Context: an optimization exercise on an open-source flow, tuned for small area. The choices shown serve that exercise and are no tape-out recipe.

Design filter_lut, start of the top module:
module filter_lut(output [11:0] filtop,
                  input  [7:0]  x,
                  input         clk);
reg [7:0] x1, x2, x3;
always @(posedge clk) begin
  x1 <= x;
  x2 <= x1;
  x3 <= x2;
end
wire [7:0] x1n = ~x1;
wire [7:0] x0n = ~x;
wire c1 = x1 >= 8'd205;   
wire c0 = x  >= 8'd137;   
wire s1, c2;
ha u_s1 (.a(x3[0]), .b(x2[0]), .s(s1), .co(c2));
wire s3, c4;
fa u_s3 (.a(x3[1]), .b(x2[1]), .ci(c2), .s(s3), .co(c4));
wire s5, c6;
fa u_s5 (.a(x3[0]), .b(x3[2]), .ci(x2[2]), .s(s5), .co(c6));
wire s7, c8;
ha u_s7 (.a(s5), .b(c4), .s(s7), .co(c8));
wire s9, c10;
fa u_s9 (.a(x2[0]), .b(x3[1]), .ci(x3[3]), .s(s9), .co(c10));
wire s11, c12;
fa u_s11 (.a(x2[3]), .b(c6), .ci(s9), .s(s11), .co(c12));
wire s13, c14;
ha u_s13 (.a(c8), .b(s11), .s(s13), .co(c14));
wire s15, c16;
fa u_s15 (.a(x2[1]), .b(x3[2]), .ci(x3[4]), .s(s15), .co(c16));
wire s17, c18;
fa u_s17 (.a(x2[4]), .b(c10), .ci(s15), .s(s17), .co(c18));
wire s19, c20;
fa u_s19 (.a(c12), .b(s17), .ci(c14), .s(s19), .co(c20));
wire s21, c22;
fa u_s21 (.a(x2[2]), .b(x3[3]), .ci(x3[5]), .s(s21), .co(c22));
wire s23, c24;
fa u_s23 (.a(x2[5]), .b(c16), .ci(s21), .s(s23), .co(c24));
wire s25, c26;
fa u_s25 (.a(c18), .b(s23), .ci(c20), .s(s25), .co(c26));
wire s27, c28;
fa u_s27 (.a(x2[3]), .b(x3[4]), .ci(x3[6]), .s(s27), .co(c28));
wire s29, c30;
fa u_s29 (.a(x2[6]), .b(c22), .ci(s27), .s(s29), .co(c30));
wire s31, c32;
fa u_s31 (.a(c24), .b(s29), .ci(c26), .s(s31), .co(c32));
wire s33, c34;
fa u_s33 (.a(x2[4]), .b(x3[5]), .ci(x3[7]), .s(s33), .co(c34));
wire s35, c36;
fa u_s35 (.a(x2[7]), .b(c28), .ci(s33), .s(s35), .co(c36));
wire s37, c38;
fa u_s37 (.a(c30), .b(s35), .ci(c32), .s(s37), .co(c38));
wire s39, c40;
fa u_s39 (.a(x2[5]), .b(x3[6]), .ci(c34), .s(s39), .co(c40));
wire s41, c42;
fa u_s41 (.a(c36), .b(s39), .ci(c38), .s(s41), .co(c42));
wire s43, c44;
fa u_s43 (.a(x2[6]), .b(x3[7]), .ci(c40), .s(s43), .co(c44));
wire s45, c46;
ha u_s45 (.a(s43), .b(c42), .s(s45), .co(c46));
wire s47 = x2[7] ^ c44 ^ c46;
wire s48, c49;
ha u_s48 (.a(s1), .b(x[0]), .s(s48), .co(c49));
wire s50, c51;
fa u_s50 (.a(x1n[0]), .b(s3), .ci(x[1]), .s(s50), .co(c51));
wire s52 = ~(c49 ^ s50);
wire c53 = c49 | s50;
wire s54, c55;
  ...
Settings: LEC_CHECK=0, CAP_MARGIN=20, CORE_MARGIN=2, CORE_UTILIZATION=40, GPL_TIMING_DRIVEN=0, SLEW_MARGIN=20, SYNTH_HIERARCHICAL=1, SYNTH_MINIMUM_KEEP_SIZE=0; clock period 10.0 ns.
run.sh (not shown) runs the stock make flow with config.mk's settings and CLKGATE_MAP_FILE= SYNTH_SCRIPT=/design/flow/synth_recipe.tcl, a recipe that flattens the netlist after the stock synthesis.
The starting point completed with no timing, DRC or antenna violations.
Next try:
==> flow/flow/run.sh (new file) <==
#!/bin/bash
# The standard ORFS layout (standard.sh), except that the port buffers that
# buffer_ports inserts on every input and output use the smallest buffer cell
# (buf_1) instead of the delay-buffer cell it picks by default.
set -euo pipefail
export BUFFER_PORTS_ARGS="-buffer_cell sky130_fd_sc_hd__buf_1"
bash standard.sh > standard.log 2>&1
==> flow/standard.sh (new file) <==
#!/bin/bash
# synth_recipe.tcl (not shown) runs the flow's synth.tcl, then flattens the netlist and writes it again
# the make line also repeats each setting of config.mk as NAME=value (left out here)
make -C /OpenROAD-flow-scripts/flow DESIGN_CONFIG=/design/flow/config.mk WORK_HOME=/design/flow/orfs CLKGATE_MAP_FILE= SYNTH_SCRIPT=/design/flow/synth_recipe.tcl "${@:-finish}"
Settings changed: CTS_BUF_LIST from default to sky130_fd_sc_hd__clkbuf_8, CTS_CLUSTER_DIAMETER from default to 200, CTS_CLUSTER_SIZE from default to 30.
removed: flow/run.sh
Outcome:
- The new run finished clean
- cell count fell by 1.2%
- worst setup slack improved by 0.24 ns
- non-clock buffer count fell by 3
Next try:
==> flow/run.sh (new file) <==
#!/bin/bash
# synth_recipe.tcl (not shown) runs the flow's synth.tcl, then flattens the netlist and writes it again
# the make line also repeats each setting of config.mk as NAME=value (left out here)
make -C /OpenROAD-flow-scripts/flow DESIGN_CONFIG=/design/flow/config.mk WORK_HOME=/design/flow/orfs CLKGATE_MAP_FILE= SYNTH_SCRIPT=/design/flow/synth_recipe.tcl finish
Settings changed: CTS_BUF_LIST sky130_fd_sc_hd__clkbuf_8 to sky130_fd_sc_hd__clkbuf_4, CTS_CLUSTER_DIAMETER 200 to default, CTS_CLUSTER_SIZE 30 to default, GPL_TIMING_DRIVEN 0 to default.
removed: flow/flow/run.sh
removed: flow/standard.sh
Wire length climbs by a few percent.
Register-to-register slack stays flat.
Flip-flop and latch count stays the same.
Synthesized cell count does not change.
Worst setup slack got worse by 0.29 ns.
Next try:
Settings changed: CTS_BUF_LIST sky130_fd_sc_hd__clkbuf_4 to default.
Effect: Critical path depth stays the same; worst hold slack loses 0.0057 ns; area after synthesis does not change; global-route usage went down by 0.17 points.
No functional check of the RTL was part of any run of this note.

-- re-timing with driven ports --
Ports are ideal in the flow. The routed layouts listed here were re-timed in OpenROAD.
Step 1, drivers: a clkbuf_16 drives clk and a buf_2 each remaining input, both assumed.
Step 2 adds t to the input delays and takes it off the output delays; t is the mean of the earliest and latest rising clock arrival at the registers after step 1. Input paths then give back, and output paths get back, about the clock's delay inside the block.
a / b / c = ideal ports / drivers / drivers and shift; a / b = the first two.
run	t (ns)	setup slack, ns	clock arrival spread, ns	slew at the worst register clock pin (ns)
the first run	0.279	0.270 / 0.247 / 0.247	0.001 / 0.002	0.07 / 0.07
the second run	0.284	0.508 / 0.484 / 0.484	0.007 / 0.007	0.08 / 0.08
the third run	0.327	0.218 / 0.189 / 0.189	0.007 / 0.007	0.12 / 0.12
the fourth run	0.278	0.217 / 0.188 / 0.188	0.007 / 0.007	0.08 / 0.08
After both steps setup and hold are still met in every run listed.
